Source: an optimization exercise on an open RTL-to-GDS flow (aim: small area, a short achievable clock period and few clock cycles per item). Production flows keep margins and buffers that such runs may drop. At most, simulation tests tie the RTL to the original design; equivalence was not proved.

== old ==
==> flow/design.v <==
module divide(clk, rst, new_inp, dvdend, len_a, dvsor, len_b, quotient, remainder, count_add, count_sub, done);
	input clk;
	input rst;
	input new_inp;
	input [31:0] dvdend, dvsor;
	input [4:0] len_a, len_b;
	output [31:0] quotient, remainder;
	output reg done;
	output reg [4:0] count_add, count_sub;
	reg [30:0] q;       
	reg [30:0] r;       
	reg z;              
	reg [30:0] e;       
	reg [3:0] m;        
	wire [5:0] sd = {1'b0, len_a} - {1'b0, len_b};
	wire bz = (dvsor[30:0] == 31'd0);
	wire lt = sd[5];
	wire [30:0] e0 = dvsor[30:0] << {sd[4:1], 1'b0};
	wire [32:0] t1 = {2'b00, r} - {1'b0, e, 1'b0};
	wire q1 = ~t1[32];
	wire [30:0] r1 = q1 ? t1[30:0] : r;
	wire [31:0] t2 = {1'b0, r1} - {1'b0, e};
	wire q2 = ~t2[31];
	wire [30:0] r2 = q2 ? t2[30:0] : r1;
	wire last = (m == 4'd0);
	wire start = done & new_inp;
	assign quotient = {z, q};
	assign remainder = {z, r};
	always @(posedge clk) begin
		if (done) begin
			e <= e0;
			m <= sd[4:1];
		end else begin
			e <= e >> 2;
			m <= m - 4'd1;
		end
	end
	always @(posedge clk) begin
		if (rst) begin
			done <= 1'b1;
		end else if (start) begin
			r <= dvdend[30:0] | {31{bz}};
			q <= {31{bz}};
			z <= bz;
			count_sub <= (bz | lt) ? 5'd0 : 5'd1;
			count_add <= (bz | lt) ? 5'd0 : sd[4:0] + 5'd1;
			done <= bz | lt;
		end else if (!done) begin
			r <= r2;
			q <= {q[28:0], q1, q2};
			count_add <= count_add - {4'd0, q1} - {4'd0, q2};
			count_sub <= count_sub + {4'd0, q1} + {4'd0, q2 & ~last};
			done <= last;
		end
	end
endmodule
clock: 6.0 ns
lec_check: 0
abc_clock_period_in_ps: 3000
cap_margin: 20
core_margin: 2
core_utilization: 40
slew_margin: 20
run.sh (not shown) runs the stock make flow with config.mk's settings and CLKGATE_MAP_FILE= SYNTH_SCRIPT=/design/flow/synth_recipe.tcl, a recipe that flattens the netlist after the stock synthesis.
old was carried through to the last stage, and its layout satisfied the timing, design-rule and antenna checks.
Testbench counts of old, summed over its fixed seeds: cycles 21,027, items 4,000.
Relative to old, the following input files were edited for new:
# old
export LEC_CHECK = 0
export ABC_CLOCK_PERIOD_IN_PS = 3000
export CAP_MARGIN = 20
export CORE_MARGIN = 2
export CORE_UTILIZATION = 40
export SLEW_MARGIN = 20
create_clock -name core_clock -period 6.0 [get_ports {clk}]
# new
export LEC_CHECK = 0
export CAP_MARGIN = 20
export CORE_MARGIN = 2
export CORE_UTILIZATION = 40
export SLEW_MARGIN = 20
create_clock -name core_clock -period 6.0 [get_ports {clk}]
--- outcome ---
- Both conditions hold for new: the flow ran to the end and the final layout passed the timing, design-rule and antenna checks.
- Reported for old and new, via count turned out identical to the last digit.
- Remaining global-route overflow came out exactly the same in old and new.
- Re count of H-tree levels built during CTS: no difference whatsoever between new and old.
- Reported for old and new, number of filler instances in the final layout turned out identical to the last digit.
- The proportion of layout cells with a drive suffix above 1 on new is in line with that on old.
- From new to old, full die area did not move at all.
- From new to old, vertical die dimension did not move at all.
- On slack of the worst reg-to-reg path, old and new are basically level.

* * *

Another version of the RTL of divide (not shown whole).
For scale: about 110 flip-flops, ~150 I/O pins.
// divide
module divide(clk, rst, new_inp, dvdend, len_a, dvsor, len_b, quotient, remainder, count_add, count_sub, done);
	input clk;
	input rst;
	input new_inp;
	input [31:0] dvdend, dvsor;
	input [4:0] len_a, len_b;
	output [31:0] quotient, remainder;
	output reg done;
	output reg [4:0] count_add, count_sub;
	reg [30:0] q;       
	reg [30:0] r;       
	reg z;              
	reg [30:0] h;       
	reg [3:0] m;        
	wire [5:0] sd = {1'b0, len_a} - {1'b0, len_b};
	wire bz = (dvsor[30:0] == 31'd0);
	wire lt = sd[5];
	wire [3:0] fs = len_a[4:1] - len_b[4:1] - {3'd0, len_b[0] & ~len_a[0]};
	wire [30:0] sh1 = fs[0] ? {dvsor[28:0], 2'b00} : dvsor[30:0];
	wire [30:0] sh2 = fs[1] ? {sh1[26:0], 4'h0} : sh1;
	wire [30:0] sh3 = fs[2] ? {sh2[22:0], 8'h00} : sh2;
	wire [30:0] h0 = fs[3] ? {sh3[14:0], 16'h0000} : sh3;
	wire [33:0] xa = {3'b000, r};
	wire [33:0] xb = ~{3'b000, h};
	wire [33:0] xc = ~{2'b00, h, 1'b0};
	wire [33:0] cs_s = xa ^ xb ^ xc;
	wire [33:0] cs_c = {(xa[32:0] & xb[32:0]) | (xa[32:0] & xc[32:0]) | (xb[32:0] & xc[32:0]), 1'b1};
	wire [31:0] a1_a = {1'b0,r};
	wire [31:0] a1_b = ~{1'b0,h};
  ...
export LEC_CHECK = 0
export ABC_AREA = 1
export CAP_MARGIN = 20
export CORE_MARGIN = 2
export CORE_UTILIZATION = 55
export SETUP_SLACK_MARGIN = 2.8
export SLEW_MARGIN = 20
export DONT_USE_CELLS = sky130_fd_sc_hd__fa_1 sky130_fd_sc_hd__fa_2 sky130_fd_sc_hd__fa_4 sky130_fd_sc_hd__ha_1 sky130_fd_sc_hd__ha_2 sky130_fd_sc_hd__ha_4
export BUFFER_PORTS_ARGS = -buffer_cell sky130_fd_sc_hd__buf_1
create_clock -name core_clock -period 6.0 [get_ports {clk}]
standard.sh (not shown) runs the stock make flow with config.mk's settings and CLKGATE_MAP_FILE= SYNTH_SCRIPT=/design/flow/synth_recipe.tcl, a recipe that flattens the netlist after the stock synthesis.
==> flow/flow/run.sh <==
#!/bin/bash
# The standard layout (standard.sh: ORFS synthesis and every layout step
# unchanged) with two library choices added to config.mk:
#  - full and half adder cells are not used, so Yosys leaves adders to abc
#    as plain gates (faster than the fa/ha cells);
#  - buffer_ports inserts plain buf_1 port buffers (sized up later by the
#    repair steps where needed) instead of the delay cells it picks by default.
# Make's full output, with every tool's, goes to flow.log; ORFS also keeps
# each step's log under orfs/logs.
set -euo pipefail
cat >> config.mk <<'EOC'
export DONT_USE_CELLS = sky130_fd_sc_hd__fa_1 sky130_fd_sc_hd__fa_2 sky130_fd_sc_hd__fa_4 sky130_fd_sc_hd__ha_1 sky130_fd_sc_hd__ha_2 sky130_fd_sc_hd__ha_4
export BUFFER_PORTS_ARGS = -buffer_cell sky130_fd_sc_hd__buf_1
EOC
bash standard.sh finish > flow.log 2>&1
The baseline finished with timing, DRC and antenna clean.
Change:
- CORE_UTILIZATION: 55 -> 40
- clock skew is about the same
- setup slack is about the same
- routed wire length climbs by a few percent
- core utilization fell by 17 points
- die area goes up by well over a third
- global-route usage fell by 7.7 points
- via count hardly moves
- non-clock buffer count grows by 2
- cell area is higher slightly
Change:
- GPL_TIMING_DRIVEN: unset -> 1
Outcome: The changed run ran to the end with no violations; wire length stays the same; register-to-register slack is about the same; die area does not change; cell area stays the same; flip-flop and latch count stays the same; fmax does not change; setup slack stays the same.
Function was not checked in any run of this note: the RTL went through the layout flow alone.

* * *

job 101:
divide, a different RTL version from the one above (not shown whole).
For scale: roughly 1700 cells after synthesis, about 110 flip-flops, roughly 0.010 sq mm of cells after synthesis.
## divide
module divide(clk, rst, new_inp, dvdend, len_a, dvsor, len_b, quotient, remainder, count_add, count_sub, done);
export LEC_CHECK = 0
export ABC_AREA = 1
export CAP_MARGIN = 0
export CORE_MARGIN = 2
export CORE_UTILIZATION = 40
export SETUP_SLACK_MARGIN = 2.8
export SLEW_MARGIN = 0
export DONT_USE_CELLS = sky130_fd_sc_hd__fa_1 sky130_fd_sc_hd__fa_2 sky130_fd_sc_hd__fa_4 sky130_fd_sc_hd__ha_1 sky130_fd_sc_hd__ha_2 sky130_fd_sc_hd__ha_4
export BUFFER_PORTS_ARGS = -buffer_cell sky130_fd_sc_hd__buf_1
create_clock -name core_clock -period 6.0 [get_ports {clk}]
Scripts as last shown in full above: flow/flow/run.sh
Testbench counts of job 101, summed over its fixed seeds: cycles 21,027, items 4,000.
Modified inputs, job 102 compared to job 101
- SLEW_MARGIN: 0 -> 20
- CAP_MARGIN: 0 -> 20
- TNS_END_PERCENT: unset -> 20
--- outcome ---
- Looking at job 101 and job 102, the met1 layer wirelength in the final routing is a wash.
- The global-route wire length before repair was comparable across job 101 and job 102.
- When job 102 is measured against job 101, its worst setup slack for register-to-register paths turns out 0.06 ns lower.
- Worst-case reg-to-reg path depth sits lower in job 102 than in job 101.
- Setup slack in job 102 vs job 101: down 0.059 ns
- From job 101 to job 102 the numbers moved as follows: area growth from synthesis to layout now sits lower; final non-filler cell area now sits lower.
> inputs changed (job 102 -> job 103)
- TNS_END_PERCENT: 20 -> unset
Findings:
- Final worst-path cycle share for job 103: 0.98 points down relative to job 102
- Against job 102 as the reference, job 103 delivers a higher area share of buffers outside the clock network.
- [diff] highest attainable clock frequency, job 103 relative to job 102: improvement
- Diff job 102 -> job 103: total global-route track usage ~0 delta; xor/xnor share of the synthesized area held steady; design area saw an increase.
Inputs modified between job 103 and job 104:
- changing SETUP_SLACK_MARGIN from 2.8 to 2.7
--- outcome ---
Met1 wire length | job 104 above job 103. Every run in the comparison, job 104 and job 103, completed the flow with a clean layout. Worst setup slack delta (job 104 − job 103): unfavourable. Relative to job 103, the final cell area reported for job 104 is lower. Data required time at the worst endpoint delta (job 103 -> job 104): insignificant. Re flip-flop and latch count: no difference whatsoever between job 103 and job 104.

* * *

== run A ==
divide again, from the RTL that the note above started with.
==> flow/config.mk <==
export PLATFORM = sky130hd
export DESIGN_NAME = divide
export DESIGN_NICKNAME = divide
export VERILOG_FILES = /design/flow/design.v
export SDC_FILE = /design/flow/constraint.sdc
export NUM_CORES = 4
export LEC_CHECK = 0
export ABC_AREA = 1
export CAP_MARGIN = 20
export CORE_MARGIN = 2
export CORE_UTILIZATION = 30
export SETUP_SLACK_MARGIN = 2.8
export SLEW_MARGIN = 20
export DONT_USE_CELLS = sky130_fd_sc_hd__fa_1 sky130_fd_sc_hd__fa_2 sky130_fd_sc_hd__fa_4 sky130_fd_sc_hd__ha_1 sky130_fd_sc_hd__ha_2 sky130_fd_sc_hd__ha_4
export BUFFER_PORTS_ARGS = -buffer_cell sky130_fd_sc_hd__buf_1
==> flow/constraint.sdc <==
create_clock -name core_clock -period 6.0 [get_ports {clk}]
set_input_delay 1.2000 -clock core_clock [delete_from_list [all_inputs] [get_ports {clk}]]
set_output_delay 1.2000 -clock core_clock [all_outputs]
set_load 0.01 [all_outputs]
Scripts as last shown in full above: flow/flow/run.sh
Run A reached the final stage; the timing, design-rule and antenna checks on its layout passed.
Testbench counts of run A, summed over its fixed seeds: cycles 21,027, items 4,000.
[inputs] run B vs run A
Settings: a change of SETUP_SLACK_MARGIN from 2.8 to 2.85; a change of CORE_UTILIZATION from 30 to 40.
### Flow results
[compare] base=run A new=run B: detailed-route via count higher; final area comparable. Run A → run B: total of plain and repair buffers excluding clock buffers rose by about 1.6%; worst slack on hold paths rose 0.0052 ns; number of sequential cells in the layout level; clock insertion delay at the later pin of the skew report about even; reg-to-reg setup timing slack rose by 0.04 ns. Relative to run A, the via count of the first global-routing pass measured on run B has decreased by a few percent. Comparing run A and run B, the higher die outline area was measured on run A.
#### Input delta (run C over run B)
Settings: changing SETUP_SLACK_MARGIN from 2.85 to 2.75.
==> comparison <==
- Run C packs its core looser than run B.
- Summary — first-pass iteration count of the detailed router, run C relative to run B: higher, by 2.
- On worst path arrival time, the higher figure sits with run B, not run C.
- Run B leaves more setup margin than run C.
- Status: total global-route track usage parity (run B, run C)

* * *

Another version of the RTL of divide (not shown whole).
Size: about 1800 cells after synthesis, about 110 flip-flops, roughly 150 I/O pins.
Settings: LEC_CHECK=0, ABC_AREA=1, CAP_MARGIN=20, CORE_MARGIN=2, CORE_UTILIZATION=40, SETUP_SLACK_MARGIN=3.0, SLEW_MARGIN=20, DONT_USE_CELLS=sky130_fd_sc_hd__fa_1 sky130_fd_sc_hd__fa_2 sky130_fd_sc_hd__fa_4 sky130_fd_sc_hd__ha_1 sky130_fd_sc_hd__ha_2 sky130_fd_sc_hd__ha_4, BUFFER_PORTS_ARGS=-buffer_cell sky130_fd_sc_hd__buf_1; clock period 6.0 ns.
Scripts as last shown in full above: flow/flow/run.sh
Testbench counts at the start, summed over its fixed seeds: cycles 21,027, items 4,000.
Change:
SETUP_SLACK_MARGIN = 3.4   (was 3.0)
The new run finished clean.
Flip-flop and latch count is unchanged.
Hold slack stays flat.
Worst setup slack improved by 0.016 ns.
Clock-buffer cell count is unchanged.
Final area rose by 19%.
Clock skew rose by 0.0061 ns.
Synthesized cell count does not change.
Wire length rose by 18%.
Cell count rose by 5.4%.
Fmax rose by 0.54%.

* * *

03-01:
RTL: one of the versions met above, not the one the previous note started from.
For scale: roughly 1700 cells after synthesis, roughly 110 flip-flops.
==> flow/design.v (excerpt) <==
module divide(clk, rst, new_inp, dvdend, len_a, dvsor, len_b, quotient, remainder, count_add, count_sub, done);
	input clk;
	input rst;
	input new_inp;
	input [31:0] dvdend, dvsor;
	input [4:0] len_a, len_b;
	output [31:0] quotient, remainder;
	output reg done;
	output reg [4:0] count_add, count_sub;
	reg [30:0] q;       
	reg [30:0] r;       
	reg z;              
	reg [30:0] h;       
	reg [3:0] m;        
	wire bz = (len_b == 5'd1) & ~dvsor[0];
	wire lt = len_a < len_b;
	wire [3:0] fs = len_a[4:1] - len_b[4:1] - {3'd0, len_b[0] & ~len_a[0]};
	wire [30:0] sh1 = fs[0] ? {dvsor[28:0], 2'b00} : dvsor[30:0];
	wire [30:0] sh2 = fs[1] ? {sh1[26:0], 4'h0} : sh1;
	wire [30:0] sh3 = fs[2] ? {sh2[22:0], 8'h00} : sh2;
	wire [30:0] h0 = fs[3] ? {sh3[14:0], 16'h0000} : sh3;
	wire [33:0] xa = {3'b000, r};
	wire [33:0] xb = ~{3'b000, h};
	wire [33:0] xc = ~{2'b00, h, 1'b0};
	wire [33:0] cs_s = xa ^ xb ^ xc;
	wire [33:0] cs_c = {(xa[32:0] & xb[32:0]) | (xa[32:0] & xc[32:0]) | (xb[32:0] & xc[32:0]), 1'b1};
	wire [31:0] a1_a = {1'b0,r};
	wire [31:0] a1_b = ~{1'b0,h};
  ...
clock: 6.0 ns
lec_check: 0
abc_area: 1
cap_margin: 20
core_margin: 2
core_utilization: 40
setup_slack_margin: 2.9
slew_margin: 20
dont_use_cells: sky130_fd_sc_hd__fa_1 sky130_fd_sc_hd__fa_2 sky130_fd_sc_hd__fa_4 sky130_fd_sc_hd__ha_1 sky130_fd_sc_hd__ha_2 sky130_fd_sc_hd__ha_4
buffer_ports_args: -buffer_cell sky130_fd_sc_hd__buf_1
Scripts as last shown in full above: flow/flow/run.sh
03-01 went all the way through synthesis, placement and routing and the layout is clean on timing, DRC and antenna.
Testbench counts of 03-01, summed over its fixed seeds: cycles 21,027, items 4,000.
Changes in 12-14 relative to 03-01:
-- flow/config.mk --
<<< 03-01, line 12
export SETUP_SLACK_MARGIN = 2.9
>>> 12-14, line 12
export GPL_ROUTABILITY_DRIVEN = 0
export SETUP_SLACK_MARGIN = 2.8
[compare] base=03-01 new=12-14: final worst-path setup slack went down 5.7 ps; total non-filler cell area in the finished layout went down about 1.3%.
Number of distinct library cell variants in the gate-level netlist after synthesis across 12-14 and 03-01: no real change.
[compare] base=03-01 new=12-14: routing usage on met2 decreased by 0.23 points relative to the old numbers.
On headroom to the max-slew limit: between 12-14 and 03-01, it ends up lower for 03-01.
Summary of 12-14 over 03-01: total of plain and repair buffers excluding clock buffers saw a decrease; worst hold-check slack saw little to no change; first-iteration DRC count saw a decrease.

## separate check: timing with driven ports
Ports are ideal in the flow. The routed layouts listed here were re-timed in OpenROAD.
Step 1 sets driving cells, clkbuf_16 on the clock port and buf_2 on the other inputs (assumed; they add their load-dependent delay and slew).
Step 2 moves the port delays by t, midway between the first and last clock arrival at a register: inputs arrive t later, outputs are due t later. That takes back most of the time a late clock gives input paths.
Slacks: ideal ports / drivers / drivers and shift; pairs: ideal ports / drivers.
run	t, ns	setup WS [ns]	worst hold slack (ns)	worst setup path at the end	worst register clock-pin slew, ns
old	0.412	0.227 / 0.227 / 0.227	0.480 / 0.480 / 0.480	register to register	0.09 / 0.09
new	0.412	0.227 / 0.227 / 0.227	0.480 / 0.480 / 0.480	register to register	0.09 / 0.09
the first run of note 2	0.412	2.926 / 2.955 / 2.543	0.471 / 0.471 / 0.471	input to register	0.09 / 0.09
the second run of note 2	0.415	2.924 / 2.951 / 2.536	0.467 / 0.467 / 0.467	input to register	0.09 / 0.09
the third run of note 2	0.415	2.924 / 2.951 / 2.536	0.467 / 0.467 / 0.467	input to register	0.09 / 0.09
job 101	0.416	2.961 / 2.988 / 2.572	0.492 / 0.492 / 0.492	input to register	0.10 / 0.10
job 102	0.416	2.902 / 2.929 / 2.512	0.492 / 0.492 / 0.492	input to register	0.09 / 0.09
job 103	0.416	2.961 / 2.988 / 2.572	0.492 / 0.492 / 0.492	input to register	0.10 / 0.10
job 104	0.416	2.861 / 2.891 / 2.475	0.491 / 0.491 / 0.491	input to register	0.09 / 0.09
run A	0.416	2.916 / 2.942 / 2.526	0.487 / 0.487 / 0.487	input to register	0.09 / 0.09
run B	0.416	2.953 / 2.979 / 2.563	0.492 / 0.492 / 0.492	input to register	0.09 / 0.09
run C	0.417	2.928 / 2.954 / 2.537	0.492 / 0.492 / 0.492	input to register	0.09 / 0.09
the first run of note 5	0.422	3.074 / 3.102 / 2.680	0.488 / 0.488 / 0.488	input to register	0.10 / 0.10
the second run of note 5	0.423	3.090 / 3.108 / 2.684	0.489 / 0.489 / 0.489	input to register	0.11 / 0.11
03-01	0.418	2.967 / 2.990 / 2.571	0.492 / 0.492 / 0.492	input to register	0.09 / 0.09
12-14	0.416	2.961 / 2.988 / 2.572	0.492 / 0.492 / 0.492	input to register	0.10 / 0.10
After both steps every run listed still meets setup and hold. For the second run of note 5, which loses most, drivers alone change the setup slack by +0.018 ns; drivers and shift together by -0.406 ns.
